This design comes from an exercise in tuning for small area on the open sky130 flow, not from production work.
Where RTL was checked, it was by simulation tests only, not by an equivalence proof against the original.
For runs 2 and 3, only the layout was checked, not whether the RTL still works.
Power and IR drop assume default switching activity.

--- flow/run.sh ---
#!/bin/bash
# synth_recipe.tcl (not shown) runs the flow's synth.tcl, then flattens the netlist and writes it again
# the make line also repeats each setting of config.mk as NAME=value (left out here)
make -C /OpenROAD-flow-scripts/flow DESIGN_CONFIG=/design/flow/config.mk WORK_HOME=/design/flow/orfs CLKGATE_MAP_FILE= SYNTH_SCRIPT=/design/flow/synth_recipe.tcl finish
--- flow/design.v ---
module nChannelServoController (
	input clock,
	input reset,
	input [7:0] control,
	input [3:0] address,
	input load,
	output [15:0] pwm,
	output reg [6:0] decodedValue1,
	output reg [6:0] decodedValue2
);
function [6:0] seg7;
	input [3:0] v;
	case (v)
		4'h0: seg7 = 7'b1000000;
		4'h1: seg7 = 7'b1111001;
		4'h2: seg7 = 7'b0100100;
		4'h3: seg7 = 7'b0110000;
		4'h4: seg7 = 7'b0011001;
		4'h5: seg7 = 7'b0010010;
		4'h6: seg7 = 7'b0000010;
		4'h7: seg7 = 7'b0111000;
		4'h8: seg7 = 7'b0000000;
		4'h9: seg7 = 7'b0011000;
		4'hA: seg7 = 7'b1001000;
		4'hB: seg7 = 7'b0000011;
		4'hC: seg7 = 7'b0100111;
		4'hD: seg7 = 7'b0100000;
		4'hE: seg7 = 7'b0000100;
		4'hF: seg7 = 7'b0001110;
	endcase
endfunction
always @(*) begin
	decodedValue1 = seg7(control[3:0]);
	decodedValue2 = seg7(control[7:4]);
end
reg [8:0] count;
wire tick = (count == 9'd390);
always @(posedge clock) begin
	if (reset)
		count <= 9'd390;
	else
		count <= tick ? 9'd1 : count + 9'd1;
end
reg [7:0] lo;
reg [3:0] hi;
always @(posedge clock) begin
	if (reset) begin
		lo <= 8'd191;
		hi <= 4'd10;
	end else if (tick) begin
		lo <= lo + 8'd1;
		if (lo == 8'd255)
			hi <= hi + 4'd1;
		else if (lo == 8'd191 && hi == 4'd10)
			hi <= 4'd0;
	end
end
wire early = (hi == 4'd0);
wire mid   = (hi == 4'd1);
function lt8;
	input [7:0] a;
	input [7:0] b;
	integer j;
	reg l;
	begin
		l = b[0] & ~a[0];
		for (j = 1; j < 8; j = j + 1)
			l = (b[j] & l) | (b[j] & ~a[j]) | (l & ~a[j]);
		lt8 = l;
	end
endfunction
reg [7:0] duty   [0:15];
reg [15:0] loaded;
genvar i;
generate
	for (i = 0; i < 16; i = i + 1) begin : ch
		always @(posedge clock) begin
			if (tick && load && address == i)
				duty[i] <= control;
			if (reset)
				loaded[i] <= 1'b0;
			else if (tick && load && address == i)
				loaded[i] <= 1'b1;
		end
		assign pwm[i] = loaded[i] & (early | (mid & lt8(lo, duty[i])));
	end
endgenerate
endmodule
--- flow/constraint.sdc ---
create_clock -name core_clock -period 20.0 [get_ports {clock}]
set_input_delay 4.0000 -clock core_clock [delete_from_list [all_inputs] [get_ports {clock}]]
set_output_delay 4.0000 -clock core_clock [all_outputs]
set_load 0.01 [all_outputs]
--- flow/config.mk ---
export PLATFORM = sky130hd
export DESIGN_NAME = nChannelServoController
export DESIGN_NICKNAME = nChannelServoController
export VERILOG_FILES = /design/flow/design.v
export SDC_FILE = /design/flow/constraint.sdc
export NUM_CORES = 4
export LEC_CHECK = 0
export CAP_MARGIN = 20
export CORE_MARGIN = 2
export CORE_UTILIZATION = 40
export SLEW_MARGIN = 20
==> impl_metrics.tcl, run 1 <==
set metrics [dict create \
    status "finished clean" \
    ctsHoldBuffers 0 \
    clkTransAtPathRegs_ns 0.06 \
    portBuffers 44 \
    setup_viol 0 \
    hold_class "flop to flop" \
    clock_skew_ns 0.01158 \
    synth.most_common_cell "edfxtp_1" \
    numCtsBuffers 17 \
    crit_fanout 21 \
    synth_xor_area_share_pct 1.472 \
    powerDensity_mw_per_mm2 102.6 \
    clkLatencyLatePin_ns 0.42 \
    grt_pass1_wl_um 28720 \
    worst_slew_pin_slew_ns 1.075 \
    ys_seq_elements 165 \
    cts_setup_buffers 0 \
    ios 45 \
    drc 0 \
    report.final.slew_viol_count 0 \
    stdcell_count 1010 \
    grt-ovfl-total 0 \
    dpl.hpwl_um 10870 \
    die_h_um 143.0 \
    yosys.area.top_type "edfxtp_1" \
    fin_crit_ns 10.52 \
    via_per_inst 5.453 \
    die_w_um 143.0 \
    wl_per_cell_um 17.99 \
    hold_depth 1 \
    r2r_cells 4 \
    num-fill-cells 1662 \
    leakage_nw 3.197 \
    hold_slack_ns 0.4905 \
    vias 5508 \
    clk_path_buf_depth 2 \
    r2r-start "count[4]" \
    cp-end-kind "primary output" \
    yosys_warnings 2 \
    r2r_slack_ns 16.79 \
    synth_top_family_by_area "compound AO/OA/AOI/OAI gates" \
    avgSynthCellArea_um2 11.08 \
    drtPass1Iterations 6 \
    finalWorstSetupSlack_ns 9.478 \
    path_class "primary input to primary output" \
    synth_edf_count 128 \
    synth_mux_area_share_pct 0.6471 \
    area_growth_pct 17.21 \
    grt_antenna_before_repair 0 \
    grt_pass1_vias 5496 \
    ant_nets 0 \
    syn_nets 730 \
    ys_top_cells_by_count "128 x edfxtp_1, 76 x inv_1, 57 x nand2_1" \
    netlist_area_mm2 0.007734 \
    rows 50 \
    async_reset_ff_share_pct 0 \
    nNetsFinal 769 \
    grt_setup_unrepaired "no" \
    synth_cells 698 \
    diodes 0 \
    worst_r2r_endpoint "duty[13][6]" \
    tns_ns 0 \
    h-tree-depth 4 \
    cts_tree "built" \
    cts.sinks 165 \
    min_from "loaded[9]" \
    yosys.cell_types.count 39 \
    hold_violations 0 \
    cts-resized-gates 0 \
    initial_core_util_pct 41.07 \
    irDropWorstVdd_uv 72.24 \
    fmax_mhz 95.04 \
    cp.required_ns 16.00 \
    synth_adder_area_share_pct 4.821 \
    placed_cells 978 \
    maxCapViolCount 0 \
    slew-limit-headroom_pct 27.92 \
    gp_congestion 0.8203 \
    arrival_ns 6.52 \
    synthFlopType "edfxtp_1" \
    ys_seq_area_share_pct 59.28 \
    drive_gt1_share_pct 7.200 \
    synth_top_area_share_pct 49.70 \
    drtIter0Drc 353 \
    crit_path_start_kind "primary input" \
    synth-simple-area-share_pct 12.23 \
    core_area_mm2 0.01883 \
    whs_endpoint "loaded[9]" \
    grt_start_max_net_pins 37 \
    synth-compound-area-share_pct 15.95 \
    grt_util_all_layers_pct 18.54 \
    fp.dieArea_mm2 0.02046 \
    post-route-period-util_pct 52.61 \
    yosys-top-cells-area "edfxtp_1 50%, dfxtp_1 9.6%, inv_1 3.7%, a22oi_1 3.1%, o21ai_0 2.8%" \
    wl_um 18170 \
    preCtsSetupSlack_ns 9.471 \
    cts_root_buffer "clkbuf_16" \
]
how the worst max path moves through the flow:
stage                          start          endpoint  slack (ns)  cells after the start
after floorplan           control[7]  decodedValue2[0]       11.12                      4
after global placement    control[5]  decodedValue2[1]        9.57                      7
after detailed placement  control[5]  decodedValue2[1]        9.47                      7
after CTS                 control[5]  decodedValue2[1]        9.45                      7
after global routing      control[5]  decodedValue2[3]        9.27                      7
final                     control[5]  decodedValue2[1]        9.48                      7
sequential cells by signal, summed over array words and instances, names as in the netlist:
signal / cells
count: 9
lo: 8
hi: 4
duty: 128
loaded: 16
final cells by class:
type,instances,area (um^2),share of cell area [%]
well taps,260,325.3,3.589
flip-flops and latches,165,4584,50.57
clock inverters,14,152.6,1.684
repair buffers,57,538.0,5.935
clock buffers,18,429.2,4.734
multi-input cells,418,2743,30.26
inverters,78,292.8,3.230
critical path, cell delays in order:
cell	delay [ns]
clkdlybuf4s50_1	1.04
inv_1	0.22
ha_1	0.40
xor2_1	0.15
nand2_1	0.06
o21ai_0	0.09
clkdlybuf4s50_1	0.56
power by group:
group | switching [mW] | leakage [nW] | internal, mW
combinational | 0.122 | 1.47 | 0.0791
clock | 0.136 | 0.271 | 0.185
sequential | 0.0202 | 1.45 | 0.388
total | 0.279 | 3.20 | 0.652
routing by layer:
| layer | vias to the layer above | part of all wire, % | GRT usage (%) |
|---|---|---|---|
| met3 | 33 | 5.3 | 4.393 |
| met1 | 2684 | 44 | 23.03 |
| met4 | 0 | 1.6 | 6.149 |
| met5 | - | 0 | 0 |
| met2 | 143 | 49 | 31.78 |
| li1 | 2648 | - | - |
cell usage in the layout, fill, tap and decap left out, types with 7 or more instances in the layout:
master	Yosys	final
a21oi_1	8	8
nor3_1	24	22
edfxtp_1	128	128
a22oi_1	32	32
o21a_1	16	16
a221o_1	17	17
clkbuf_16	0	17
o22ai_1	34	34
nor2_1	37	37
and3_1	20	20
maj3_1	16	16
o311ai_0	17	17
nand3_1	7	7
xor2_1	7	7
buf_4	0	13
nor2b_1	19	19
nand2_1	57	57
inv_1	76	75
dfxtp_1	37	37
o21ai_0	43	43
clkdlybuf4s50_1	0	44
ha_1	17	17
cells by family after synthesis:
logic type	count (synthesis)
and+or+nand+nor	188
xor gates and xnor gates	13
muxes	5
buffers and inverters	115
adders and majority gates	33
AOI/OAI and AO/OA	179
DFF	165
per-stage QoR:
step / total power, mW / util [%] / instance area, um^2
floorplan: 0.5536 / - / 7734
CTS: 0.9347 / 48.09 / 9055
detailed placement: 0.6137 / 45.00 / 8473
global route: 0.9756 / 48.14 / 9065
global placement: 0.6067 / 45.00 / 8473
finish: 0.9305 / 48.14 / 9065
==> run 2, diff against run 1 <==
==> flow/design.v (replaced) <==
module nChannelServoController (
	input clock,
	input reset,
	input [7:0] control,
	input [3:0] address,
	input load,
	output [15:0] pwm,
	output reg [6:0] decodedValue1,
	output reg [6:0] decodedValue2
);
function [6:0] seg7;
	input [3:0] v;
	case (v)
		4'h0: seg7 = 7'b1000000;
		4'h1: seg7 = 7'b1111001;
		4'h2: seg7 = 7'b0100100;
		4'h3: seg7 = 7'b0110000;
		4'h4: seg7 = 7'b0011001;
		4'h5: seg7 = 7'b0010010;
		4'h6: seg7 = 7'b0000010;
		4'h7: seg7 = 7'b0111000;
		4'h8: seg7 = 7'b0000000;
		4'h9: seg7 = 7'b0011000;
		4'hA: seg7 = 7'b1001000;
		4'hB: seg7 = 7'b0000011;
		4'hC: seg7 = 7'b0100111;
		4'hD: seg7 = 7'b0100000;
		4'hE: seg7 = 7'b0000100;
		4'hF: seg7 = 7'b0001110;
	endcase
endfunction
always @(*) begin
	decodedValue1 = seg7(control[3:0]);
	decodedValue2 = seg7(control[7:4]);
end
reg [3:0] ptr;
reg [4:0] slow;
wire wrap = (ptr == 4'd14);
wire tick = wrap & (slow == 5'd25);
always @(posedge clock) begin
	if (reset) begin
		ptr  <= 4'd14;
		slow <= 5'd25;
	end else begin
		ptr <= wrap ? 4'd0 : ptr + 4'd1;
		if (wrap)
			slow <= tick ? 5'd0 : slow + 5'd1;
	end
end
reg [7:0] lo;
reg [3:0] hi;
always @(posedge clock) begin
	if (reset) begin
		lo <= 8'hC1;
		hi <= 4'd0;
	end else if (tick) begin
		lo <= lo + 8'd1;
		if (lo == 8'hFF)
			hi <= hi + 4'd1;
		else if (lo == 8'hC0 && hi == 4'd10)
			hi <= 4'd0;
	end
end
function le8;
	input [7:0] a;
	input [7:0] b;
	integer j;
	reg l;
	begin
		l = 1'b1;
		for (j = 0; j < 8; j = j + 1)
			l = (b[j] & l) | (b[j] & ~a[j]) | (l & ~a[j]);
		le8 = l;
	end
endfunction
function high;
	input [7:0] d;
	input [7:0] lo_;
	input [3:0] hi_;
	high = (hi_ == 4'd0) | ((hi_ == 4'd1) & le8(lo_, d));
endfunction
reg [3:0] paddr;
reg [7:0] pctl;
always @(posedge clock) begin
	if (reset | tick)
		paddr <= (load & ~reset) ? address : 4'hF;
	if (tick)
		pctl <= control;
end
reg sweep;
always @(posedge clock)
	sweep <= reset | (sweep & ~(wrap & ~tick));
reg [8:0] ring [0:14];			 
wire wr = (paddr == ptr);
wire [8:0] ins = wr ? {1'b1, pctl} : {ring[0][8] & ~sweep, ring[0][7:0]};
integer j;
always @(posedge clock) begin
	for (j = 0; j < 14; j = j + 1)
		ring[j] <= ring[j + 1];
	ring[14] <= ins;
end
reg [14:0] shadow;
always @(posedge clock)
	shadow <= {ring[0][8] & high(ring[0][7:0], lo, hi), shadow[14:1]};
wire upd = tick & ~sweep;
wire ovr = ~reset & high(control, lo, hi);
reg [14:0] pwm_r;
genvar r;
generate
	for (r = 0; r < 15; r = r + 1) begin : ch
		wire sel = reset | (tick & load & (address == r));
		always @(posedge clock)
			pwm_r[r] <= sel ? ovr : (upd ? shadow[(r + 1) % 15] : pwm_r[r]);
	end
endgenerate
reg [7:0] duty15;
reg loaded15;
reg pwm15;
wire sel15 = tick & load & (address == 4'd15);
wire [7:0] duty15_n = sel15 ? control : duty15;
wire loaded15_n = ~reset & (loaded15 | sel15);
always @(posedge clock) begin
	duty15 <= duty15_n;
	loaded15 <= loaded15_n;
	if (reset)
		pwm15 <= 1'b0;
	else if (tick)
		pwm15 <= loaded15_n & high(duty15_n, lo, hi);
end
assign pwm = {pwm15, pwm_r};
endmodule
--- a/flow/config.mk
+++ b/flow/config.mk
@@ -6,4 +6,5 @@
 export NUM_CORES = 4
 export LEC_CHECK = 0
+export ABC_AREA = 1
 export CAP_MARGIN = 20
 export CORE_MARGIN = 2
==> run 2 against run 1 <==
  * Still clean on timing, DRC and antenna
  * Sequential cell count increased by 44
  * Utilization is 1.2 points higher
  * Area after synthesis shrank 14%
  * Register-to-register slack better by 0.51 ns
  * Critical path depth decreased by 1
  * Synthesized cell count fell by 7.0%
  * Clock power is 28% higher
  * Final area shrank 11%
  * Maximum frequency rose by 2.4%
  * Via count shrank 21%
  * Largest cell class unchanged
  * Highest routed layer unchanged
==> impl_metrics.tcl, run 2 <==
set metrics [dict create \
    drc 0 \
    pwr-share-comb_pct 13.9 \
    drtIter0Drc 285 \
    cts_tree "built" \
    maxCapViolCount 0 \
    syn_nets 682 \
    yosys-top-cells-area "dfxtp_1 55%, edfxtp_1 12%, nand2_1 7.1%, inv_1 4.0%, ha_1 3.4%" \
    ios 45 \
    hold_class "flop to flop" \
    die_h_um 133.0 \
    via_per_inst 4.661 \
    largest_reg_flops 135 \
    grt_setup_unrepaired "no" \
    final_util_pct 49.31 \
    cts-resized-gates 0 \
    async_reset_ff_share_pct 0 \
    diodes 0 \
    cts.sinks 209 \
    tns_ns 0 \
    drtPass1Iterations 5 \
    clkLatencyLatePin_ns 0.50 \
    netlist_area_mm2 0.006651 \
    p_clk_share_pct 34.0 \
    numCtsBuffers 22 \
    seq_power_share_pct 52.1 \
    synth_top_area_share_pct 54.78 \
    core_area_mm2 0.01641 \
    finalWorstSetupSlack_ns 9.729 \
    path_class "primary input to primary output" \
    intPower_mw 0.8977 \
    setup_viol 0 \
    final_common_cell "dfxtp_1" \
    worst_slew_pin_slew_ns 0.7808 \
    fp.dieArea_mm2 0.01768 \
    grt_start_max_net_pins 35 \
    nNetsFinal 736 \
    ys_seq_area_share_pct 66.97 \
    synth_edf_count 27 \
    crit_fanout 7 \
    yosys.cell_types.count 38 \
    top_regs "ring: 135 flops, pwm_r: 15 flops, shadow: 15 flops" \
    grt_antenna_before_repair 0 \
    arrival_ns 6.27 \
    ctsHoldBuffers 0 \
    switchingPower_mw 0.3146 \
    grt-ovfl-total 0 \
    powerDensity_mw_per_mm2 149.9 \
    hold_violations 0 \
    synthFlopType "dfxtp_1" \
    clkTransAtPathRegs_ns 0.06 \
    ys_seq_elements 209 \
    avgSynthCellArea_um2 10.25 \
    grt_pass1_vias 4352 \
    drive_gt1_share_pct 8.901 \
    vias 4377 \
    cp-end-kind "primary output" \
    wl_per_cell_um 13.23 \
    num-fill-cells 1498 \
    portBuffers 44 \
    crit_path_start_kind "primary input" \
    post-route-period-util_pct 51.36 \
    fin_crit_ns 10.27 \
    yosys_warnings 2 \
    ant_nets 0 \
    clock_skew_ns 0.01068 \
    leakage_nw 3.509 \
    status "finished clean" \
    synth_cells 649 \
    yosys.area.top_type "dfxtp_1" \
    cp.required_ns 16.00 \
    area_growth_pct 21.63 \
    swShare_pct 25.95 \
    final_cell_mix "182 x dfxtp_1, 125 x nand2_1, 71 x inv_1" \
    grt_util_all_layers_pct 14.31 \
    gp_congestion 0.7945 \
    report.final.slew_viol_count 0 \
    slew-limit-headroom_pct 47.79 \
    synth.most_common_cell "dfxtp_1" \
    cts_root_buffer "clkbuf_16" \
    ys_top_cells_by_count "182 x dfxtp_1, 125 x nand2_1, 71 x inv_1" \
    dpl.hpwl_um 8271 \
    initial_core_util_pct 40.54 \
    h-tree-depth 1 \
    regMostFlops "ring" \
    fmax_mhz 97.36 \
    wl_met2_um 5502 \
    drt-met1-wl_um 5940 \
    wl_um 12420 \
    preCtsSetupSlack_ns 9.760 \
    cts_setup_buffers 0 \
    clk_path_buf_depth 3 \
    grt_pass1_wl_um 20720 \
    rows 47 \
    wl_met3_um 665 \
    die_w_um 133.0 \
    irDropWorstVdd_uv 84.12 \
    maxUsedRoutingLayer "met4" \
]
run 2: changes by cell type in the layout (fill, tap and decap cells not counted), moves of 21 or more:
cell	change
dfxtp_1	+145
o22ai_1	-21
a22oi_1	-30
nand3_1	+31
nand2_1	+68
edfxtp_1	-101
run 2: stage by stage:
step	power (mW)	instance area [um^2]	hold WS, ns	instances
3_5_place_dp	0.8062	7298	0.3121	898
2_1_floorplan	0.7361	6651	0.3096	649
3_3_place_gp	0.8014	7298	0.3124	898
6_report	1.212	8090	0.3243	939
4_1_cts	1.228	8063	0.3203	938
5_1_grt	1.279	8090	0.3261	939
run 2: logic make-up (layout without fill, tap and decap cells):
family / after synthesis / after routing / synth area share (%)
AND/OR/NAND/NOR: 232 / 232 / 15.07
flip-flops: 209 / 209 / 66.97
AO/OA/AOI/OAI: 90 / 90 / 7.788
buffers and inverters: 90 / 160 / 5.324
adder cells (fa/ha/maj): 18 / 18 / 3.386
XOR/XNOR: 6 / 6 / 0.7901
multiplexers: 4 / 4 / 0.6772
run 2: worst paths after layout:
check	to	start	slack [ns]	cells after the start
worst max-delay path	decodedValue2[3]	control[4]	9.73	6
worst min-delay path	ring[6][8]	ring[7][8]	0.32	0
worst min register to register	ring[6][8]	ring[7][8]	0.32	0
worst max register to register	pwm_r[11]	slow[0]	17.30	7
run 2: power by group through the flow:
stage / clock network (mW) / registers [mW] / logic [mW]
after global placement: 0 / 0.637 / 0.164
after CTS: 0.424 / 0.634 / 0.170
after detailed placement: 0 / 0.638 / 0.168
after global routing: 0.442 / 0.647 / 0.189
after floorplan: 0 / 0.624 / 0.112
final: 0.412 / 0.632 / 0.168
run 2: worst max-delay path, cell delays in order:
cell and delay, ns:
clkdlybuf4s50_1 0.63, inv_1 0.17, ha_1 0.35, or2_2 0.32, a22oi_1 0.23, clkdlybuf4s50_1 0.57
run 2: area by class of cell:
| type | count | area (um^2) | area share (%) |
|---|---|---|---|
| inverter | 74 | 277.8 | 3.433 |
| clock buffer | 28 | 635.6 | 7.856 |
| multi-input combinational | 350 | 1843 | 22.78 |
| tap | 220 | 275.3 | 3.402 |
| clock inverter | 12 | 128.9 | 1.593 |
| sequential | 209 | 4454 | 55.06 |
| timing repair buffer | 46 | 475.5 | 5.877 |
run 2: metal layers:
metal	GRT usage, %	vias to the layer above
li1	-	2218
met1	19.48	2039
met2	22.80	99
met3	2.989	21
met4	4.839	0
met5	0	-
==> run 3, diff against run 2 <==
--- a/flow/config.mk
+++ b/flow/config.mk
@@ -9,4 +9,5 @@
 export CAP_MARGIN = 20
 export CORE_MARGIN = 2
-export CORE_UTILIZATION = 40
+export CORE_UTILIZATION = 60
+export CTS_BUF_LIST = sky130_fd_sc_hd__clkbuf_4
 export SLEW_MARGIN = 20
==> run 3 against run 2 <==
  * Critical path depth unchanged
  * Clock skew grew 0.038 ns
  * Global-route usage grew 7.5 points
  * Sequential power about the same
  * First-iteration DRC count is 8.1% lower
  * Wire length up 0.31%
  * Utilization up 22 points
  * Critical endpoint is now decodedValue1[1]
==> impl_metrics.tcl, run 3 <==
set metrics [dict create \
    status "finished clean" \
    ios 45 \
    ys_seq_area_share_pct 66.97 \
    leakage_nw 3.465 \
    fin_total_pwr_mw 1.122 \
    drtIter0Drc 262 \
    synth.most_common_cell "dfxtp_1" \
    die_h_um 109.3 \
    switchingPower_mw 0.3075 \
    postLayoutCellArea_mm2 0.007781 \
    path_cells "clkdlybuf4s50_1, inv_1, ha_1, or2_2, a21oi_1, clkdlybuf4s50_1" \
    synth_top_area_share_pct 54.78 \
    slew-limit-headroom_pct 28.83 \
    via_per_inst 5.031 \
    synth_edf_count 27 \
    clock_skew_ns 0.04904 \
    seqCellArea_mm2 0.004454 \
    arrival_ns 6.21 \
    report.final.slew_viol_count 0 \
    cp_slowest_cell "clkdlybuf4s50_1" \
    largest_reg_flops 135 \
    crit_family "buffers and inverters" \
    synthFlopType "dfxtp_1" \
    swShare_pct 27.40 \
    multiInputGateArea_mm2 0.001843 \
    grt.met1_usage_pct 28.31 \
    powerDensity_mw_per_mm2 144.2 \
    r2r_cells 7 \
    top_regs "ring: 135 flops, pwm_r: 15 flops, shadow: 15 flops" \
    rows 38 \
    path_class "primary input to primary output" \
    syn_nets 682 \
    wl_per_cell_um 13.89 \
    ctsHoldBuffers 0 \
    area_growth_pct 16.99 \
    initial_core_util_pct 61.36 \
    hold_class "flop to flop" \
    grt_setup_unrepaired "no" \
    use_met2_pct 34.16 \
    grt_antenna_before_repair 0 \
    wl_um 12460 \
    maxCapViolCount 0 \
    grt_util_all_layers_pct 21.83 \
    yosys_warnings 2 \
    cp-end-kind "primary output" \
    ys_top_cells_by_count "182 x dfxtp_1, 125 x nand2_1, 71 x inv_1" \
    netlist_area_mm2 0.006651 \
    drive_gt1_share_pct 12.68 \
    final_common_cell "dfxtp_1" \
    r2r_slack_ns 17.30 \
    worst-path-stages 6 \
    seq_power_share_pct 56.5 \
    path_common_cell "clkdlybuf4s50_1" \
    nNetsFinal 761 \
    hold_violations 0 \
    fin_crit_ns 10.21 \
    grt-ovfl-total 0 \
    cts_tree "built" \
    irDropWorstVdd_uv 86.10 \
    regMostFlops "ring" \
    ys_seq_elements 209 \
    cp.required_ns 16.00 \
    grt_start_max_net_pins 35 \
    final_cell_mix "182 x dfxtp_1, 125 x nand2_1, 71 x inv_1" \
    yosys-top-cells-area "dfxtp_1 55%, edfxtp_1 12%, nand2_1 7.1%, inv_1 4.0%, ha_1 3.4%" \
    grt_pass1_vias 4346 \
    cp-endpoint "decodedValue1[1]" \
    clk_path_buf_depth 3 \
    diodes 0 \
    grt_pass1_wl_um 20120 \
    fp.dieArea_mm2 0.01194 \
    place_area_mm2 0.007191 \
    vias 4513 \
    portBuffers 44 \
    crit_fanout 8 \
    cp.buffers_inverters 3 \
    ant_nets 0 \
    yosys.cell_types.count 38 \
    numCtsBuffers 49 \
    drtPass1Iterations 4 \
    cts.sinks 209 \
    gp_congestion 0.8551 \
    hold_slack_ns 0.2766 \
    placed_cells 817 \
    grtUsageMet3_pct 6.283 \
    post-route-period-util_pct 51.07 \
    num-fill-cells 866 \
    fmax_mhz 97.90 \
    hold_depth 0 \
    setup_viol 0 \
    tns_ns 0 \
    dpl.hpwl_um 8032 \
    drc 0 \
    cts_setup_buffers 0 \
    clkTransAtPathRegs_ns 0.07 \
    worst_slew_pin_slew_ns 1.066 \
    intPower_mw 0.8145 \
    clkLatencyLatePin_ns 0.64 \
    pwr-share-comb_pct 14.8 \
    core_area_mm2 0.01084 \
    cts-resized-gates 0 \
    yosys.area.top_type "dfxtp_1" \
    r2r-start "slow[0]" \
    max_stage_delay_ns 0.62 \
    async_reset_ff_share_pct 0 \
    grt-busiest-layer "met2" \
    startpoint "control[1]" \
    synth_cells 649 \
    stdcell_count 897 \
    crit_path_start_kind "primary input" \
    cts_root_buffer "clkbuf_4" \
    h-tree-depth 2 \
    worst_r2r_endpoint "pwm_r[8]" \
    p_clk_share_pct 28.7 \
    die_w_um 109.3 \
    avgSynthCellArea_um2 10.25 \
]
run 3: through the flow:
stage | utilization (%) | setup slack, ns
3_3_place_gp | 66.33 | 9.861
2_1_floorplan | - | 11.04
4_1_cts | 71.78 | 9.812
6_report | 71.78 | 9.785
3_5_place_dp | 66.33 | 9.809
5_1_grt | 71.78 | 9.704
run 3: worst register-to-register path: cells and delay by family (launching register included):
family	cells	cell delay (ns)
buf+inv	1	0.55
flops	1	0.43
simple gates	5	1.23
fa+ha+maj	1	0.19
run 3: worst min-delay path by stage:
stage                      end   startpoint  slack [ns]
global placement    ring[0][1]   ring[1][1]        0.31
CTS                 ring[9][4]  ring[10][4]        0.29
detailed placement  ring[5][2]   ring[6][2]        0.31
global route        ring[3][5]   ring[4][5]        0.31
floorplan           ring[0][0]   ring[1][0]        0.31
finish              ring[9][4]  ring[10][4]        0.28
run 3: per-layer routing:
layer	part of all wire [%]	up-vias	routed length (um)
li1	-	2284	-
met1	46	2098	5749
met2	46	106	5707
met3	5.7	25	708
met4	2.4	0	294
met5	0	-	0
run 3: power groups by stage:
| stage | Sequential [mW] | Clock (mW) | Combinational [mW] |
|---|---|---|---|
| after floorplan | 0.624 | 0 | 0.112 |
| after global placement | 0.640 | 0 | 0.161 |
| after detailed placement | 0.641 | 0 | 0.166 |
| after CTS | 0.637 | 0.332 | 0.167 |
| after global routing | 0.649 | 0.354 | 0.188 |
| final | 0.634 | 0.322 | 0.166 |
run 3: logic make-up after synthesis:
group	after synthesis	share of synthesized area [%]
fa+ha+maj	18	3.386
simple gates	232	15.07
flops	209	66.97
mux	4	0.6772
buf+inv	90	5.324
xor+xnor	6	0.7901
compound gates	90	7.788
run 3: cell type report:
cell class                      count  share of cell area, %
Clock buffer                       69                  6.657
Clock inverter                     11                 0.9326
Inverter                           74                  3.570
Multi-Input combinational cell    350                  23.69
Sequential cell                   209                  57.24
Tap cell                          140                  2.251
Timing Repair Buffer               44                  5.660
==> run 4, diff against run 3 <==
--- a/flow/design.v
+++ b/flow/design.v
@@ -34,16 +34,18 @@
 	decodedValue2 = seg7(control[7:4]);
 end
+localparam [3:0] P = 4'd8;
+localparam [4:0] E = 5'd10;
 reg [3:0] ptr;
 reg [4:0] slow;
-wire wrap = (ptr == 4'd14);
-wire tick = wrap & (slow == 5'd25);
+wire wrap = (ptr == P);
+wire send = (slow == E);
+wire tick = wrap & send;
 always @(posedge clock) begin
 	if (reset) begin
-		ptr  <= 4'd14;
-		slow <= 5'd25;
+		ptr  <= P;
+		slow <= E;
 	end else begin
-		ptr <= wrap ? 4'd0 : ptr + 4'd1;
-		if (wrap)
-			slow <= tick ? 5'd0 : slow + 5'd1;
+		ptr  <= {ptr[2:0], ptr[3] ^ ptr[2]};
+		slow <= {slow[3] & ~send, slow[2:0], slow[4] ^ slow[2]};
 	end
 end
@@ -84,5 +86,5 @@
 always @(posedge clock) begin
 	if (reset | tick)
-		paddr <= (load & ~reset) ? address : 4'hF;
+		paddr <= (load & ~reset) ? ~address : 4'h0;
 	if (tick)
 		pctl <= control;
@@ -100,4 +102,5 @@
 	ring[14] <= ins;
 end
+localparam [59:0] POS = {4'd1, 4'd2, 4'd5, 4'd3, 4'd9, 4'd6, 4'd11, 4'd0, 4'd4, 4'd8, 4'd10, 4'd14, 4'd7, 4'd13, 4'd12};
 reg [14:0] shadow;
 always @(posedge clock)
@@ -111,5 +114,5 @@
 		wire sel = reset | (tick & load & (address == r));
 		always @(posedge clock)
-			pwm_r[r] <= sel ? ovr : (upd ? shadow[(r + 1) % 15] : pwm_r[r]);
+			pwm_r[r] <= sel ? ovr : (upd ? shadow[POS[4*r +: 4]] : pwm_r[r]);
 	end
 endgenerate
--- a/flow/config.mk
+++ b/flow/config.mk
@@ -10,4 +10,6 @@
 export CORE_MARGIN = 2
 export CORE_UTILIZATION = 60
-export CTS_BUF_LIST = sky130_fd_sc_hd__clkbuf_4
+export CTS_BUF_LIST = sky130_fd_sc_hd__clkbuf_16
+export CTS_CLUSTER_DIAMETER = 100
+export CTS_CLUSTER_SIZE = 28
 export SLEW_MARGIN = 20
==> run 4 against run 3 <==
  * Non-clock buffer count is 1 higher
  * Hold slack better by 0.046 ns
  * Clock skew is 0.032 ns lower
  * Worst setup slack better by 0.043 ns
  * Register-to-register slack improved by 0.06 ns
  * Final area down 4.1%
  * Sequential cell count unchanged
  * Critical path depth is the same
  * Sequential power shrank 23%
  * Combinational power fell by about 70%
  * Critical path type unchanged
  * Largest power group unchanged
==> impl_metrics.tcl, run 4 <==
set metrics [dict create \
    cp-end-kind "primary output" \
    grt_setup_unrepaired "no" \
    final_common_cell "dfxtp_1" \
    gp_congestion 0.8476 \
    hold_depth 0 \
    final_util_pct 69.15 \
    grt_pass1_wl_um 18890 \
    cp.buffers_inverters 3 \
    core_area_mm2 0.01079 \
    top_regs "ring: 135 flops, pwm_r: 15 flops, shadow: 15 flops" \
    max_stage_delay_ns 0.62 \
    fp.dieArea_mm2 0.01186 \
    path_cells "clkdlybuf4s50_1, inv_1, ha_1, or2_2, a22oi_1, clkdlybuf4s50_1" \
    finalWorstSetupSlack_ns 9.828 \
    clk_path_buf_depth 3 \
    ys_seq_elements 209 \
    yosys-top-cells-area "dfxtp_1 55%, edfxtp_1 12%, nand2_1 7.0%, inv_1 4.3%, ha_1 3.2%" \
    hold_class "flop to flop" \
    largest_reg_flops 135 \
    preCtsSetupSlack_ns 9.830 \
    r2r-start "ptr[2]" \
    maxCapViolCount 0 \
    worst_slew_pin_slew_ns 0.7840 \
    worst-path-stages 6 \
    syn_nets 675 \
    cts_root_buffer "clkbuf_16" \
    initial_core_util_pct 61.19 \
    fmax_mhz 98.31 \
    wl_um 11410 \
    cts-resized-gates 0 \
    leakage_nw 3.260 \
    portBuffers 44 \
    area_growth_pct 13.02 \
    avgSynthCellArea_um2 10.27 \
    synth.most_common_cell "dfxtp_1" \
    diodes 0 \
    irDropWorstVdd_uv 106.3 \
    final_cell_mix "182 x dfxtp_1, 123 x nand2_1, 80 x inv_1" \
    ios 45 \
    slew-limit-headroom_pct 47.68 \
    synth_cells 643 \
    fin_crit_ns 10.17 \
    vias 4219 \
    grt-ovfl-total 0 \
    worst_r2r_endpoint "pwm15" \
    numCtsBuffers 11 \
    clock_skew_ns 0.01740 \
    cp.required_ns 16.00 \
    die_w_um 108.9 \
    netlist_area_mm2 0.006604 \
    r2r_cells 17 \
    grt_antenna_before_repair 0 \
    ctsHoldBuffers 0 \
    cts_setup_buffers 0 \
    grt_start_max_net_pins 47 \
    arrival_ns 6.17 \
    path_common_cell "clkdlybuf4s50_1" \
    via_per_inst 5.089 \
    grt_util_all_layers_pct 20.05 \
    synth_top_area_share_pct 55.17 \
    clkLatencyLatePin_ns 0.45 \
    cp_slowest_cell "clkdlybuf4s50_1" \
    cts.sinks 209 \
    min_from "ring[1][1]" \
    wl_per_cell_um 13.76 \
    r2r_slack_ns 17.36 \
    synth_edf_count 27 \
    ys_seq_area_share_pct 67.45 \
    dpl.hpwl_um 7645 \
    crit_family "buffers and inverters" \
    hold_slack_ns 0.3228 \
    report.final.slew_viol_count 0 \
    h-tree-depth 1 \
    post-route-period-util_pct 50.86 \
    drc 0 \
    regMostFlops "ring" \
    tns_ns 0 \
    hold_violations 0 \
    async_reset_ff_share_pct 0 \
    clkTransAtPathRegs_ns 0.10 \
    powerDensity_mw_per_mm2 102.4 \
    ant_nets 0 \
    nNetsFinal 717 \
    ys_top_cells_by_count "182 x dfxtp_1, 123 x nand2_1, 75 x inv_1" \
    rows 38 \
    yosys.area.top_type "dfxtp_1" \
    die_h_um 108.9 \
    drtIter0Drc 255 \
    yosys_warnings 2 \
    cts_tree "built" \
    grt_pass1_vias 4075 \
    crit_fanout 8 \
    crit_path_start_kind "primary input" \
    whs_endpoint "ring[0][1]" \
    drtPass1Iterations 5 \
    synthFlopType "dfxtp_1" \
    setup_viol 0 \
    status "finished clean" \
    yosys.cell_types.count 40 \
    path_class "primary input to primary output" \
    drive_gt1_share_pct 4.644 \
]
==> run 4: changes by cell type after synthesis, sizes merged, moves of 4 or more <==
cell    previous run  this run
nand2            130       124
clkbuf             8        12
a21oi             26        20
o21ai             37        43
buf                8         4
==> run 4: final cells by class <==
| type | instances | area (um^2) |
|---|---|---|
| clock buffer | 11 | 275.3 |
| tap | 140 | 175.2 |
| clock inverter | 6 | 35.03 |
| fill | 831 | 3329 |
| timing repair buffer | 45 | 447.9 |
| multi-input combinational | 340 | 1783 |
| inverter | 78 | 292.8 |
| sequential | 209 | 4454 |
==> run 4: worst register-to-register path, cell delays in order (launching register included) <==
cell and delay [ns]:
dfxtp_1 0.33, inv_1 0.08, ha_1 0.18, nand3_1 0.12, nor2_2 0.64, nand4_1 0.21
and2_1 0.21, or2_0 0.20, nand2_1 0.10, nand2_1 0.06, nand2_1 0.05, nand2_1 0.05
nand2_1 0.05, nand2_1 0.05, nand2_1 0.05, nand2_1 0.06, nand2_1 0.07, nand2_1 0.05
==> run 4: through the flow <==
stage / power (mW) / cells / cell area, um^2
floorplan: 0.5215 / 643 / 6604
global placement: 0.5462 / 812 / 7153
detailed placement: 0.5476 / 812 / 7153
CTS: 0.7721 / 829 / 7463
global route: 0.7976 / 829 / 7463
finish: 0.7642 / 829 / 7463
==> run 4: worst max-delay path by stage <==
stage | start | to
2_1_floorplan | control[5] | decodedValue2[1]
3_3_place_gp | control[1] | decodedValue1[3]
3_5_place_dp | control[1] | decodedValue1[3]
4_1_cts | control[1] | decodedValue1[3]
5_1_grt | control[1] | decodedValue1[3]
6_report | control[1] | decodedValue1[3]
==> run 4: kinds of logic (layout without fill, tap and decap cells) <==
family,count (synthesis),in the layout,share of synthesized area [%]
AO/OA/AOI/OAI,86,86,7.465
XOR/XNOR,5,5,0.6631
adder cells (fa/ha/maj),17,17,3.221
buffers and inverters,94,140,5.551
flip-flops,209,209,67.45
multiplexers,4,4,0.6820
AND/OR/NAND/NOR,228,228,14.97
==> run 4: metal layers <==
metal	vias up	routed length (um)	track usage, %
li1	2143	-	-
met1	1970	5552	28.59
met2	94	5155	31.59
met3	12	534	3.288
met4	0	162	5.952
met5	-	0	0
==> run 4: report_power, final <==
part | internal (mW) | total [mW] | switching (mW)
Sequential | 0.474 | 0.489 | 0.0150
Clock | 0.103 | 0.226 | 0.123
Combinational | 0.0217 | 0.0493 | 0.0276
Total | 0.599 | 0.764 | 0.166
==> run 5, diff against run 4 <==
--- a/flow/config.mk
+++ b/flow/config.mk
@@ -10,6 +10,6 @@
 export CORE_MARGIN = 2
 export CORE_UTILIZATION = 60
-export CTS_BUF_LIST = sky130_fd_sc_hd__clkbuf_16
+export CTS_BUF_LIST = sky130_fd_sc_hd__clkbuf_8
 export CTS_CLUSTER_DIAMETER = 100
-export CTS_CLUSTER_SIZE = 28
+export CTS_CLUSTER_SIZE = 16
 export SLEW_MARGIN = 20
==> run 5 against run 4 <==
  * Largest power group unchanged
  * Final area fell by 0.40%
  * Largest cell class unchanged
  * Critical path type unchanged
  * Area after synthesis did not move
  * Count of clock-buffer cells in the layout rose by 6
  * Critical endpoint unchanged
==> impl_metrics.tcl, run 5 <==
set metrics [dict create \
    status "finished clean" \
    startpoint "control[1]" \
    synth.most_common_cell "dfxtp_1" \
    max_stage_delay_ns 0.62 \
    final_common_cell "dfxtp_1" \
    postLayoutCellArea_mm2 0.007433 \
    arrival_ns 6.18 \
    synth_cells 643 \
    h-tree-depth 1 \
    drc 0 \
    netlist_area_mm2 0.006604 \
    worst_slew_pin_slew_ns 0.7886 \
    placed_cells 812 \
    r2r-start "ptr[2]" \
    clkTransAtPathRegs_ns 0.10 \
    cts_setup_buffers 0 \
    core_area_mm2 0.01079 \
    maxCapViolCount 0 \
    drtPass1Iterations 5 \
    p_clk_share_pct 27.7 \
    seq_power_share_pct 65.6 \
    place_area_mm2 0.007153 \
    cp-endpoint "decodedValue1[3]" \
    min_from "ring[8][0]" \
    crit_family "buffers and inverters" \
    final_cell_mix "182 x dfxtp_1, 123 x nand2_1, 83 x inv_1" \
    drtIter0Drc 256 \
    top_regs "ring: 135 flops, pwm_r: 15 flops, shadow: 15 flops" \
    cp-end-kind "primary output" \
    yosys.area.top_type "dfxtp_1" \
    ys_top_cells_by_count "182 x dfxtp_1, 123 x nand2_1, 75 x inv_1" \
    vias 4236 \
    tns_ns 0 \
    hold_violations 0 \
    crit_fanout 8 \
    worst-path-stages 6 \
    ctsHoldBuffers 0 \
    rows 38 \
    yosys.cell_types.count 40 \
    ys_seq_elements 209 \
    diodes 0 \
    crit_path_start_kind "primary input" \
    powerDensity_mw_per_mm2 100.2 \
    grt_setup_unrepaired "no" \
    num-fill-cells 839 \
    cts-resized-gates 0 \
    setup_viol 0 \
    yosys_warnings 2 \
    cts.sinks 209 \
    cts_tree "built" \
    hold_class "flop to flop" \
    stdcell_count 838 \
    die_h_um 108.9 \
    ant_nets 0 \
    ios 45 \
    report.final.slew_viol_count 0 \
    grt_start_max_net_pins 47 \
    area_growth_pct 12.56 \
    grt_util_all_layers_pct 19.79 \
    path_cells "clkdlybuf4s50_1, inv_1, ha_1, or2_2, a22oi_1, clkdlybuf4s50_1" \
    numCtsBuffers 17 \
    ys_seq_area_share_pct 67.45 \
    synth_top_area_share_pct 55.17 \
    fin_crit_ns 10.18 \
    yosys-top-cells-area "dfxtp_1 55%, edfxtp_1 12%, nand2_1 7.0%, inv_1 4.3%, ha_1 3.2%" \
    r2r_cells 17 \
    post-route-period-util_pct 50.91 \
    swShare_pct 22.55 \
    leakage_nw 3.263 \
    path_common_cell "clkdlybuf4s50_1" \
    grt_pass1_vias 4036 \
    gp_congestion 0.8476 \
    async_reset_ff_share_pct 0 \
    r2r_slack_ns 17.38 \
    clkLatencyLatePin_ns 0.48 \
    irDropWorstVdd_uv 78.23 \
    synth_edf_count 27 \
    die_w_um 108.9 \
    dpl.hpwl_um 7645 \
    switchingPower_mw 0.1680 \
    fmax_mhz 98.22 \
    clock_skew_ns 0.02298 \
    via_per_inst 5.055 \
    avgSynthCellArea_um2 10.27 \
    cp.buffers_inverters 3 \
    initial_core_util_pct 61.19 \
    cp_slowest_cell "clkdlybuf4s50_1" \
    grt_antenna_before_repair 0 \
    worst_r2r_endpoint "pwm15" \
    fp.dieArea_mm2 0.01186 \
    grt_pass1_wl_um 18730 \
    slew-limit-headroom_pct 47.37 \
    portBuffers 44 \
    syn_nets 675 \
    drive_gt1_share_pct 5.444 \
    wl_per_cell_um 13.62 \
    pwr-share-comb_pct 6.6 \
    grt-ovfl-total 0 \
    wl_um 11410 \
    hold_slack_ns 0.3246 \
    cp.required_ns 16.00 \
    nNetsFinal 723 \
    path_class "primary input to primary output" \
    largest_reg_flops 135 \
    fin_total_pwr_mw 0.7449 \
    regMostFlops "ring" \
    synthFlopType "dfxtp_1" \
    clk_path_buf_depth 3 \
    cts_root_buffer "clkbuf_8" \
    intPower_mw 0.5770 \
]
[run 5: cell types whose count changed in the layout (fill, tap and decap cells not counted), sizes merged]
cell	delta
clkbuf	+6
inv	+3
[run 5: cells by family (layout without fill, tap and decap cells)]
kind of cell	after synthesis	after routing	synth area share, %
AND/OR/NAND/NOR	228	228	14.97
flip-flops	209	209	67.45
buffers and inverters	94	149	5.551
AO/OA/AOI/OAI	86	86	7.465
adder cells (fa/ha/maj)	17	17	3.221
XOR/XNOR	5	5	0.6631
multiplexers	4	4	0.6820
[run 5: final cells by class]
cell class / count / area (um^2) / share of cell area, %
Tap cell: 140 / 175.2 / 2.357
Timing Repair Buffer: 45 / 447.9 / 6.026
Sequential cell: 209 / 4454 / 59.92
Multi-Input combinational cell: 340 / 1783 / 23.99
Inverter: 78 / 292.8 / 3.939
Clock inverter: 9 / 46.29 / 0.6228
Clock buffer: 17 / 234.0 / 3.148
[run 5: worst min path at each step]
stage | depth (start not counted) | slack, ns | endpoint
detailed placement | 0 | 0.31 | ring[10][4]
finish | 0 | 0.32 | ring[7][0]
CTS | 0 | 0.33 | ring[3][5]
global route | 0 | 0.33 | ring[3][5]
floorplan | 0 | 0.31 | ring[0][0]
global placement | 0 | 0.31 | ring[7][1]
[run 5: power by group through the flow]
stage	logic (mW)	registers [mW]	clock network, mW
finish	0.0493	0.489	0.207
global route	0.0549	0.494	0.229
global placement	0.0480	0.498	0
floorplan	0.0276	0.494	0
detailed placement	0.0492	0.498	0
CTS	0.0495	0.490	0.213
[run 5: layer usage]
metal	wire, um	share of wire, %	track usage, %	vias up
met1	5675	50	28.39	1974
met3	466	4.1	3.108	16
met5	0	0	0	-
met4	209	1.8	5.861	0
met2	5062	44	31.10	90
li1	-	-	-	2156
[run 5: through the flow]
stage               utilization, %  setup WS (ns)
finish                       68.87          9.819
global route                 68.87          9.737
CTS                          68.87          9.814
detailed placement           66.28          9.830
global placement             66.28          9.862
floorplan                        -          11.04
==> run 6, diff against run 5 <==
==> flow/flow/run.sh (new file) <==
#!/bin/bash
# The standard layout, with the input and output port buffers made from
# the smallest buffer cell (sky130_fd_sc_hd__buf_1) instead of the one
# buffer_ports picks by default. Everything else is the standard flow.
set -euo pipefail
export BUFFER_PORTS_ARGS="-buffer_cell sky130_fd_sc_hd__buf_1"
bash standard.sh > standard.log 2>&1
==> flow/standard.sh (new file) <==
#!/bin/bash
# synth_recipe.tcl (not shown) runs the flow's synth.tcl, then flattens the netlist and writes it again
# the make line also repeats each setting of config.mk as NAME=value (left out here)
make -C /OpenROAD-flow-scripts/flow DESIGN_CONFIG=/design/flow/config.mk WORK_HOME=/design/flow/orfs CLKGATE_MAP_FILE= SYNTH_SCRIPT=/design/flow/synth_recipe.tcl "${@:-finish}"
removed: flow/run.sh
==> run 6 against run 5 <==
  * Synthesized cell count did not move
  * Sequential share of layout area rose by 2.2 points
  * Final area is 3.6% lower
  * Maximum frequency up 7.5%
  * Area after synthesis unchanged
  * Largest power group unchanged
==> impl_metrics.tcl, run 6 <==
set metrics [dict create \
    hold_violations 0 \
    ant_nets 0 \
    p_clk_share_pct 28.4 \
    irDropWorstVdd_uv 85.08 \
    top_regs "ring: 135 flops, pwm_r: 15 flops, shadow: 15 flops" \
    area_growth_pct 8.507 \
    grt_pass1_wl_um 18430 \
    leakage_nw 3.148 \
    ys_seq_area_share_pct 67.45 \
    portBuffers 44 \
    syn_nets 675 \
    ys_seq_elements 209 \
    grt_pass1_vias 3853 \
    ctsHoldBuffers 0 \
    grt_start_max_net_pins 29 \
    dpl.hpwl_um 7581 \
    async_reset_ff_share_pct 0 \
    cts-resized-gates 0 \
    ys_top_cells_by_count "182 x dfxtp_1, 123 x nand2_1, 75 x inv_1" \
    synth_edf_count 27 \
    grt_setup_unrepaired "no" \
    h-tree-depth 1 \
    clock_skew_ns 0.02444 \
    largest_reg_flops 135 \
    hold_slack_ns 0.3159 \
    yosys-top-cells-area "dfxtp_1 55%, edfxtp_1 12%, nand2_1 7.0%, inv_1 4.3%, ha_1 3.2%" \
    path_common_cell "buf_1" \
    vias 4202 \
    cp.required_ns 16.00 \
    slew-limit-headroom_pct 47.71 \
    post-route-period-util_pct 47.34 \
    fp.dieArea_mm2 0.01186 \
    r2r_slack_ns 17.33 \
    final_cell_mix "182 x dfxtp_1, 123 x nand2_1, 83 x inv_1" \
    clkLatencyLatePin_ns 0.50 \
    final_common_cell "dfxtp_1" \
    maxCapViolCount 0 \
    powerDensity_mw_per_mm2 103.3 \
    r2r-start "ptr[2]" \
    crit_path_start_kind "primary input" \
    ios 45 \
    yosys.cell_types.count 40 \
    whs_endpoint "ring[4][0]" \
    drive_gt1_share_pct 5.579 \
    cts_root_buffer "clkbuf_8" \
    fmax_mhz 105.6 \
    drc 0 \
    gp_congestion 0.8442 \
    report.final.slew_viol_count 0 \
    max_stage_delay_ns 0.34 \
    swShare_pct 23.09 \
    switchingPower_mw 0.1709 \
    cp_slowest_cell "ha_1" \
    cp-end-kind "primary output" \
    grt-ovfl-total 0 \
    pwr-share-comb_pct 5.6 \
    startpoint "control[1]" \
    intPower_mw 0.5695 \
    regMostFlops "ring" \
    cts.sinks 209 \
    nNetsFinal 723 \
    netlist_area_mm2 0.006604 \
    core_area_mm2 0.01079 \
    status "finished clean" \
    path_class "primary input to primary output" \
    worst_r2r_endpoint "pwm15" \
    via_per_inst 5.008 \
    grt_util_all_layers_pct 19.56 \
    drtPass1Iterations 5 \
    yosys.area.top_type "dfxtp_1" \
    die_w_um 108.9 \
    crit_family "buffers and inverters" \
    wl_per_cell_um 13.59 \
    drtIter0Drc 274 \
    clk_path_buf_depth 3 \
    rows 38 \
    avgSynthCellArea_um2 10.27 \
    cts_tree "built" \
    synth.most_common_cell "dfxtp_1" \
    yosys_warnings 2 \
    grt_antenna_before_repair 0 \
    clkTransAtPathRegs_ns 0.08 \
    wl_um 11400 \
    path_cells "buf_1, inv_1, ha_1, or2_2, a22oi_1, buf_1" \
    setup_viol 0 \
    tns_ns 0 \
    min_from "ring[5][0]" \
    worst_slew_pin_slew_ns 0.7836 \
    die_h_um 108.9 \
    cp.buffers_inverters 3 \
    r2r_cells 17 \
    crit_fanout 8 \
    hold_class "flop to flop" \
    hold_depth 0 \
    synth_cells 643 \
    seq_power_share_pct 66.0 \
    synth_top_area_share_pct 55.17 \
    numCtsBuffers 17 \
    initial_core_util_pct 61.19 \
    cts_setup_buffers 0 \
    fin_crit_ns 9.467 \
    synthFlopType "dfxtp_1" \
    arrival_ns 5.47 \
    diodes 0 \
]
-- run 6: how the worst max path moves through the flow --
stage,end,slack (ns),cells past startpoint
after detailed placement,decodedValue1[3],10.55,6
final,decodedValue1[3],10.53,6
after global routing,decodedValue1[3],10.38,6
after floorplan,decodedValue2[1],11.04,4
after CTS,decodedValue1[3],10.55,6
after global placement,decodedValue1[3],10.60,6
-- run 6: stage by stage --
step / cells / total power, mW / util (%) / area, um^2 / setup slack, ns
2_1_floorplan: 643 / 0.5215 / - / 6604 / 11.04
3_3_place_gp: 812 / 0.5381 / 63.73 / 6878 / 10.60
3_5_place_dp: 812 / 0.5393 / 63.73 / 6878 / 10.55
4_1_cts: 839 / 0.7490 / 66.39 / 7166 / 10.55
5_1_grt: 839 / 0.7748 / 66.39 / 7166 / 10.38
6_report: 839 / 0.7404 / 66.39 / 7166 / 10.53
-- run 6: worst reg2reg max path, cell delays in order, from the launching register on --
cell and delay, ns:
dfxtp_1 0.33, inv_1 0.07, ha_1 0.18, nand3_1 0.13
nor2_2 0.64, nand4_1 0.20, and2_1 0.21, or2_0 0.20
nand2_1 0.11, nand2_1 0.06, nand2_1 0.06, nand2_1 0.05
nand2_1 0.05, nand2_1 0.04, nand2_1 0.05, nand2_1 0.06
nand2_1 0.08, nand2_1 0.05
-- run 6: logic make-up after synthesis --
group | share of synthesized area (%)
mux | 0.6820
buf+inv | 5.551
flops | 67.45
compound gates | 7.465
xor+xnor | 0.6631
simple gates | 14.97
fa+ha+maj | 3.221
-- run 6: power groups by stage --
stage,Clock [mW],Sequential (mW),Combinational (mW)
5_1_grt,0.234,0.494,0.0469
3_3_place_gp,0,0.498,0.0402
4_1_cts,0.218,0.490,0.0415
2_1_floorplan,0,0.494,0.0276
3_5_place_dp,0,0.498,0.0414
6_report,0.210,0.489,0.0414
-- run 6: final cells by class --
type	count	area, um^2
Sequential cell	209	4454
Fill cell	859	3627
Multi-Input combinational cell	340	1783
Inverter	78	292.8
Clock buffer	17	234.0
Tap cell	140	175.2
Timing Repair Buffer	45	172.7
Clock inverter	10	53.80
-- run 6: routing by layer --
| layer | vias to the layer above | GRT usage (%) | share of wire [%] |
|---|---|---|---|
| li1 | 2164 | - | - |
| met3 | 26 | 3.646 | 4.5 |
| met5 | - | 0 | 0 |
| met2 | 87 | 28.57 | 42 |
| met1 | 1925 | 29.25 | 50 |
| met4 | 0 | 6.593 | 3.0 |
==> run 7, diff against run 6 <==
==> flow/flow/run.sh (replaced) <==
#!/bin/bash
# The standard layout with two changes:
#  - synthesis maps the combinational logic with flow/abc_area.script (see
#    flow/synth.tcl); everything else in synthesis is synth_recipe.tcl;
#  - the input and output port buffers are made from the smallest buffer cell
#    (sky130_fd_sc_hd__buf_1) instead of the one buffer_ports picks by default.
set -euo pipefail
export FLOW_WORK="$PWD"
export BUFFER_PORTS_ARGS="-buffer_cell sky130_fd_sc_hd__buf_1"
sed "s#SYNTH_SCRIPT=[^ ]*#SYNTH_SCRIPT=$PWD/flow/synth.tcl#" standard.sh > own.sh
grep -q "SYNTH_SCRIPT=$PWD/flow/synth.tcl" own.sh
bash own.sh > standard.log 2>&1
==> flow/flow/abc_area.script (new file) <==
strash
dch
map -a
strash
dch
map -a
topo
dnsize -c
==> flow/flow/synth.tcl (new file) <==
# The standard flow's synthesis script (synth_recipe.tcl, run unchanged) with one change:
# the abc call that maps the combinational logic reads flow/abc_area.script,
# an area-only mapping, instead of ORFS's abc_area.script. Registers are
# mapped before abc, by dfflibmap, exactly as in the standard synthesis.
set my_abc_script [file join $::env(FLOW_WORK) flow abc_area.script]
rename abc my_yosys_abc
proc abc {args} {
  set i [lsearch -exact $args -script]
  if { $i >= 0 } {
    set args [lreplace $args [expr { $i + 1 }] [expr { $i + 1 }] $::my_abc_script]
  }
  puts "abc script: $::my_abc_script"
  my_yosys_abc {*}$args
}
source [file join $::env(FLOW_WORK) synth_recipe.tcl]
==> run 7 against run 6 <==
  * The run now fails in synthesis
==> impl_metrics.tcl, run 7 <==
set metrics [dict create \
    status "did not finish" \
    lastStage "synthesis" \
    tool.error "ERROR: TCL interpreter returned an error: can't rename \"abc\": command doesn't exist" \
    yosys_warnings 2 \
]
==> run 8, diff against run 7 <==
--- a/flow/flow/synth.tcl
+++ b/flow/flow/synth.tcl
@@ -4,5 +4,4 @@
 # mapped before abc, by dfflibmap, exactly as in the standard synthesis.
 set my_abc_script [file join $::env(FLOW_WORK) flow abc_area.script]
-rename abc my_yosys_abc
 proc abc {args} {
   set i [lsearch -exact $args -script]
@@ -11,5 +10,5 @@
   }
   puts "abc script: $::my_abc_script"
-  my_yosys_abc {*}$args
+  yosys abc {*}$args
 }
 source [file join $::env(FLOW_WORK) synth_recipe.tcl]
==> run 8 against run 7 <==
  * Now clean on timing, DRC and antenna
==> impl_metrics.tcl, run 8 <==
set metrics [dict create \
    ys_top_cells_by_count "182 x dfxtp_1, 82 x nand2_1, 54 x o21ai_0" \
    h-tree-depth 1 \
    initial_core_util_pct 60.74 \
    largest_reg_flops 135 \
    ys_seq_elements 209 \
    synth_edf_count 27 \
    grt_util_all_layers_pct 18.65 \
    hold_depth 0 \
    report.final.slew_viol_count 0 \
    leakage_nw 2.628 \
    synth_top_area_share_pct 58.90 \
    yosys-top-cells-area "dfxtp_1 59%, edfxtp_1 13%, nand2_1 5.0%, o21ai_0 4.4%, ha_1 3.4%" \
    vias 3867 \
    clock_skew_ns 0.03557 \
    seq_power_share_pct 67.0 \
    ys_seq_area_share_pct 72.01 \
    portBuffers 44 \
    yosys.area.top_type "dfxtp_1" \
    final_common_cell "dfxtp_1" \
    cts.sinks 209 \
    pwr-share-comb_pct 5.3 \
    cp_slowest_cell "ha_1" \
    switchingPower_mw 0.1724 \
    swShare_pct 22.85 \
    synthFlopType "dfxtp_1" \
    place_area_mm2 0.006529 \
    path_common_cell "buf_1" \
    clk_path_buf_depth 3 \
    worst_r2r_endpoint "pwm15" \
    rows 37 \
    core_area_mm2 0.01018 \
    r2r_slack_ns 15.27 \
    cp-end-kind "primary output" \
    grt_start_max_net_pins 34 \
    die_h_um 105.5 \
    dpl.hpwl_um 7110 \
    nNetsFinal 643 \
    yosys.cell_types.count 25 \
    cp.required_ns 16.00 \
    clkTransAtPathRegs_ns 0.11 \
    synth.most_common_cell "dfxtp_1" \
    status "finished clean" \
    path_class "primary input to primary output" \
    postLayoutCellArea_mm2 0.006809 \
    r2r-start "ptr[2]" \
    regMostFlops "ring" \
    path_cells "buf_1, clkinv_1, ha_1, or2_2, a32oi_1, buf_1" \
    powerDensity_mw_per_mm2 110.8 \
    ios 45 \
    avgSynthCellArea_um2 11.31 \
    wl_per_cell_um 13.64 \
    arrival_ns 5.47 \
    top_regs "ring: 135 flops, pwm_r: 15 flops, shadow: 15 flops" \
    r2r_cells 20 \
    p_clk_share_pct 27.7 \
    grt_pass1_wl_um 16680 \
    fmax_mhz 105.6 \
    intPower_mw 0.5821 \
    drive_gt1_share_pct 4.376 \
    whs_endpoint "ring[9][8]" \
    synth_cells 547 \
    grt-ovfl-total 0 \
    cts-resized-gates 0 \
    max_stage_delay_ns 0.34 \
    irDropWorstVdd_uv 57.51 \
    cts_tree "built" \
    grt_antenna_before_repair 0 \
    hold_violations 0 \
    die_w_um 105.5 \
    maxCapViolCount 0 \
    grt_pass1_vias 3557 \
    fin_crit_ns 9.465 \
    setup_viol 0 \
    crit_fanout 8 \
    tns_ns 0 \
    worst_slew_pin_slew_ns 0.9454 \
    drtPass1Iterations 4 \
    yosys_warnings 2 \
    crit_path_start_kind "primary input" \
    post-route-period-util_pct 47.33 \
    syn_nets 579 \
    cts_setup_buffers 0 \
    diodes 0 \
    netlist_area_mm2 0.006186 \
    final_cell_mix "182 x dfxtp_1, 82 x nand2_1, 54 x o21ai_0" \
    ant_nets 0 \
    cts_root_buffer "clkbuf_8" \
    ctsHoldBuffers 0 \
    min_from "ring[10][8]" \
    hold_class "flop to flop" \
    drtIter0Drc 134 \
    async_reset_ff_share_pct 0 \
    via_per_inst 5.135 \
    num-fill-cells 813 \
    slew-limit-headroom_pct 36.74 \
    gp_congestion 0.8329 \
    drc 0 \
    clkLatencyLatePin_ns 0.49 \
    area_growth_pct 10.07 \
    wl_um 10270 \
    numCtsBuffers 17 \
    fp.dieArea_mm2 0.01114 \
    grt_setup_unrepaired "no" \
]
-- run 8: how the worst max path moves through the flow --
stage | start | endpoint | slack, ns | cells past startpoint
floorplan | control[4] | decodedValue2[3] | 11.03 | 4
finish | control[1] | decodedValue1[3] | 10.53 | 6
global placement | control[1] | decodedValue1[3] | 10.61 | 6
global route | control[1] | decodedValue1[3] | 10.37 | 6
CTS | control[1] | decodedValue1[3] | 10.53 | 6
detailed placement | control[1] | decodedValue1[3] | 10.54 | 6
-- run 8: area by class of cell --
class	count	area, um^2	share of cell area [%]
Sequential cell	209	4454	65.42
Multi-Input combinational cell	289	1544	22.68
Clock buffer	17	234.0	3.436
Timing Repair Buffer	46	180.2	2.646
Inverter	48	180.2	2.646
Tap cell	136	170.2	2.499
Clock inverter	8	46.29	0.6799
-- run 8: logic make-up (layout without fill, tap and decap cells) --
logic type | count (synthesis) | after routing | share of synthesized area, %
buffers and inverters | 49 | 119 | 3.034
DFF | 209 | 209 | 72.01
adders and majority gates | 17 | 17 | 3.438
and+or+nand+nor | 149 | 149 | 10.03
AOI/OAI and AO/OA | 119 | 119 | 10.92
xor gates and xnor gates | 4 | 4 | 0.5663
-- run 8: worst max-delay path, delay by kind of cell --
family,cells,cell delay [ns]
simple gates,1,0.31
buf+inv,3,0.64
fa+ha+maj,1,0.34
compound gates,1,0.17
-- run 8: stage by stage --
stage	power, mW	util [%]	hold slack, ns	std cells	setup WS (ns)
CTS	0.7617	66.86	0.3234	753	10.53
global route	0.7860	66.86	0.3314	753	10.37
finish	0.7545	66.86	0.3196	753	10.53
floorplan	0.5339	-	0.3096	547	11.03
detailed placement	0.5557	64.10	0.3121	728	10.54
global placement	0.5521	64.10	0.3102	728	10.61
-- run 8: per-layer routing --
| layer | part of all wire [%] | wire, um | vias up | global-route usage (%) |
|---|---|---|---|---|
| met5 | 0 | 0 | - | 0 |
| li1 | - | - | 1980 | - |
| met1 | 49 | 5018 | 1786 | 25.85 |
| met2 | 44 | 4562 | 79 | 29.82 |
| met3 | 4.0 | 407 | 22 | 3.030 |
| met4 | 2.8 | 285 | 0 | 6.861 |
-- run 8: power groups by stage --
stage / Clock [mW] / Sequential, mW / Combinational [mW]
5_1_grt: 0.228 / 0.511 / 0.0462
6_report: 0.209 / 0.505 / 0.0400
3_5_place_dp: 0 / 0.516 / 0.0401
2_1_floorplan: 0 / 0.509 / 0.0250
4_1_cts: 0.215 / 0.507 / 0.0402
3_3_place_gp: 0 / 0.513 / 0.0391
==> run 9, diff against run 8 <==
==> flow/flow/run.sh (replaced) <==
#!/bin/bash
# The standard layout (standard.sh) with these changes:
#  - synthesis maps the combinational logic with flow/abc_area.script, an
#    area-only abc mapping (see flow/synth.tcl), and leaves adders to abc
#    instead of extracting half/full adder cells first (ADDER_MAP_FILE empty);
#    registers are mapped exactly as in the standard flow's synthesis;
#  - the input and output port buffers are made from the smallest buffer cell
#    (sky130_fd_sc_hd__buf_1) instead of the one buffer_ports picks by default.
# The make output goes to standard.log; ORFS keeps each step's log in orfs/logs.
set -euo pipefail
export FLOW_WORK="$PWD"
export BUFFER_PORTS_ARGS="-buffer_cell sky130_fd_sc_hd__buf_1"
sed "s#SYNTH_SCRIPT=[^ ]*#SYNTH_SCRIPT=$PWD/flow/synth.tcl ADDER_MAP_FILE=#" standard.sh > own.sh
grep -q "SYNTH_SCRIPT=$PWD/flow/synth.tcl ADDER_MAP_FILE=" own.sh
bash own.sh > standard.log 2>&1
==> flow/flow/abc_area.script (replaced) <==
strash
ifraig
dch
map -a
topo
dnsize -c
==> run 9 against run 8 <==
  * Still clean on timing, DRC and antenna
  * Critical endpoint is now decodedValue2[3]
  * Critical path depth unchanged
  * Total power fell by 0.33%
  * Wire length fell by 4.3%
  * Highest routed layer unchanged
  * Final area down 3.1%
==> impl_metrics.tcl, run 9 <==
set metrics [dict create \
    r2r_cells 22 \
    ant_nets 0 \
    h-tree-depth 1 \
    grt_start_max_net_pins 37 \
    vias 3751 \
    fmax_mhz 109.3 \
    ios 45 \
    gp_congestion 0.8136 \
    fin_crit_ns 9.153 \
    synth.most_common_cell "dfxtp_1" \
    grt_setup_unrepaired "no" \
    dpl.hpwl_um 6660 \
    numCtsBuffers 17 \
    nNetsFinal 612 \
    cts_root_buffer "clkbuf_8" \
    diodes 0 \
    crit_path_start_kind "primary input" \
    report.final.slew_viol_count 0 \
    place_area_mm2 0.006316 \
    post-route-period-util_pct 45.77 \
    synthFlopType "dfxtp_1" \
    drtIter0Drc 265 \
    crit_fanout 8 \
    arrival_ns 5.15 \
    avgSynthCellArea_um2 11.22 \
    irDropWorstVdd_uv 81.07 \
    synth_cells 532 \
    powerDensity_mw_per_mm2 114.0 \
    syn_nets 547 \
    grt_pass1_wl_um 16730 \
    cp.required_ns 16.00 \
    grt-ovfl-total 0 \
    cp-end-kind "primary output" \
    die_w_um 103.7 \
    initial_core_util_pct 61.36 \
    grt_antenna_before_repair 0 \
    clkTransAtPathRegs_ns 0.10 \
    grt_pass1_vias 3619 \
    ys_seq_area_share_pct 74.62 \
    wl_um 9829 \
    ys_top_cells_by_count "182 x dfxtp_1, 75 x nand2_1, 52 x clkinv_1, 52 x o21ai_0, 44 x nor2_1" \
    num-fill-cells 760 \
    hold_slack_ns 0.3292 \
    yosys.area.top_type "dfxtp_1" \
    async_reset_ff_share_pct 0 \
    synth_edf_count 27 \
    hold_depth 0 \
    regMostFlops "ring" \
    final_cell_mix "182 x dfxtp_1, 75 x nand2_1, 52 x clkinv_1, 52 x o21ai_0" \
    final_common_cell "dfxtp_1" \
    clk_path_buf_depth 3 \
    hold_violations 0 \
    cts_tree "built" \
    drive_gt1_share_pct 4.305 \
    postLayoutCellArea_mm2 0.006596 \
    path_class "primary input to primary output" \
    rows 36 \
    status "finished clean" \
    clock_skew_ns 0.02905 \
    fin_total_pwr_mw 0.7520 \
    largest_reg_flops 135 \
    leakage_nw 2.540 \
    top_regs "ring: 135 flops, pwm_r: 15 flops, shadow: 15 flops" \
    ctsHoldBuffers 0 \
    worst_slew_pin_slew_ns 0.9392 \
    slew-limit-headroom_pct 37.16 \
    synth_top_area_share_pct 61.04 \
    tns_ns 0 \
    cts_setup_buffers 0 \
    setup_viol 0 \
    via_per_inst 5.090 \
    grt_util_all_layers_pct 18.87 \
    drtPass1Iterations 5 \
    netlist_area_mm2 0.005969 \
    hold_class "flop to flop" \
    fp.dieArea_mm2 0.01076 \
    die_h_um 103.7 \
    core_area_mm2 0.009729 \
    cts-resized-gates 0 \
    yosys-top-cells-area "dfxtp_1 61%, edfxtp_1 14%, nand2_1 4.7%, o21ai_0 4.4%, clkinv_1 3.3%" \
    cts.sinks 209 \
    yosys_warnings 2 \
    yosys.cell_types.count 23 \
    drc 0 \
    ys_seq_elements 209 \
    maxCapViolCount 0 \
    area_growth_pct 10.50 \
    wl_per_cell_um 13.34 \
    clkLatencyLatePin_ns 0.48 \
    portBuffers 44 \
]
-- run 9: cell families after synthesis --
kind of cell | after synthesis | synth area share [%]
simple gates | 155 | 10.75
compound gates | 108 | 10.19
fa+ha+maj | 1 | 0.1677
buf+inv | 53 | 3.396
xor+xnor | 6 | 0.8803
flops | 209 | 74.62
-- run 9: layer usage --
layer	share of wire, %	track usage (%)	up-vias
li1	-	-	1912
met1	46	25.38	1727
met2	47	31.03	83
met3	3.9	3.210	29
met4	2.5	6.950	0
met5	0	0	-
-- run 9: stage by stage --
| stage | utilization, % | worst slack (ns) | instances |
|---|---|---|---|
| finish | 67.80 | 10.85 | 737 |
| global route | 67.80 | 10.74 | 737 |
| CTS | 67.80 | 10.88 | 737 |
| detailed placement | 64.92 | 10.89 | 711 |
| global placement | 64.92 | 11.01 | 711 |
| floorplan | - | 11.36 | 532 |
-- run 9: power breakdown --
| part | internal, mW | switching (mW) | total [mW] |
|---|---|---|---|
| combinational | 0.0125 | 0.0253 | 0.0377 |
| clock | 0.0810 | 0.122 | 0.203 |
| sequential | 0.491 | 0.0195 | 0.511 |
-- run 9: final cells by class --
| cell class | instances | area [um^2] | area share (%) |
|---|---|---|---|
| Clock inverter | 9 | 46.29 | 0.7018 |
| Multi-Input combinational cell | 270 | 1313 | 19.90 |
| Timing Repair Buffer | 47 | 187.7 | 2.845 |
| Sequential cell | 209 | 4454 | 67.53 |
| Tap cell | 133 | 166.4 | 2.523 |
| Clock buffer | 17 | 234.0 | 3.547 |
| Inverter | 52 | 195.2 | 2.959 |
-- run 9: worst max-delay path, cell delays in order --
cell	delay, ns
buf_1	0.19
clkinv_1	0.24
nor2_1	0.24
nor2_1	0.13
xor2_1	0.18
buf_1	0.17
-- run 9: final timing paths --
kind | from | end | slack (ns)
setup / recovery | control[6] | decodedValue2[3] | 10.85
hold / removal | ring[12][8] | ring[11][8] | 0.33
setup reg to reg | ptr[2] | pwm15 | 15.75
hold reg to reg | ring[12][8] | ring[11][8] | 0.33

==> static timing again, ports no longer ideal <==
No port has a modelled driver above. Below, the same layouts with a new extraction and two added sets of constraints. Step 1, drivers: a clkbuf_16 drives clock and a buf_2 each remaining input, both assumed. Step 2, shift: input delay + t, output delay - t, t = (earliest + latest rising clock arrival at the registers) / 2. This alone moves slack from input paths to output paths. Three values: ideal, step 1, step 2; two values: the first two.
run	t (ns)	slack for setup (ns)
run 1	0.460	9.478 / 9.456 / 9.456
run 2	0.528	9.729 / 9.695 / 9.695
run 3	0.650	9.785 / 9.750 / 9.750
run 4	0.484	9.828 / 9.804 / 9.804
run 5	0.500	9.819 / 9.795 / 9.795
run 6	0.520	10.533 / 10.510 / 10.510
run 8	0.511	10.535 / 10.512 / 10.512
run 9	0.502	10.847 / 10.824 / 10.824
After both steps setup and hold are still met in every run listed.
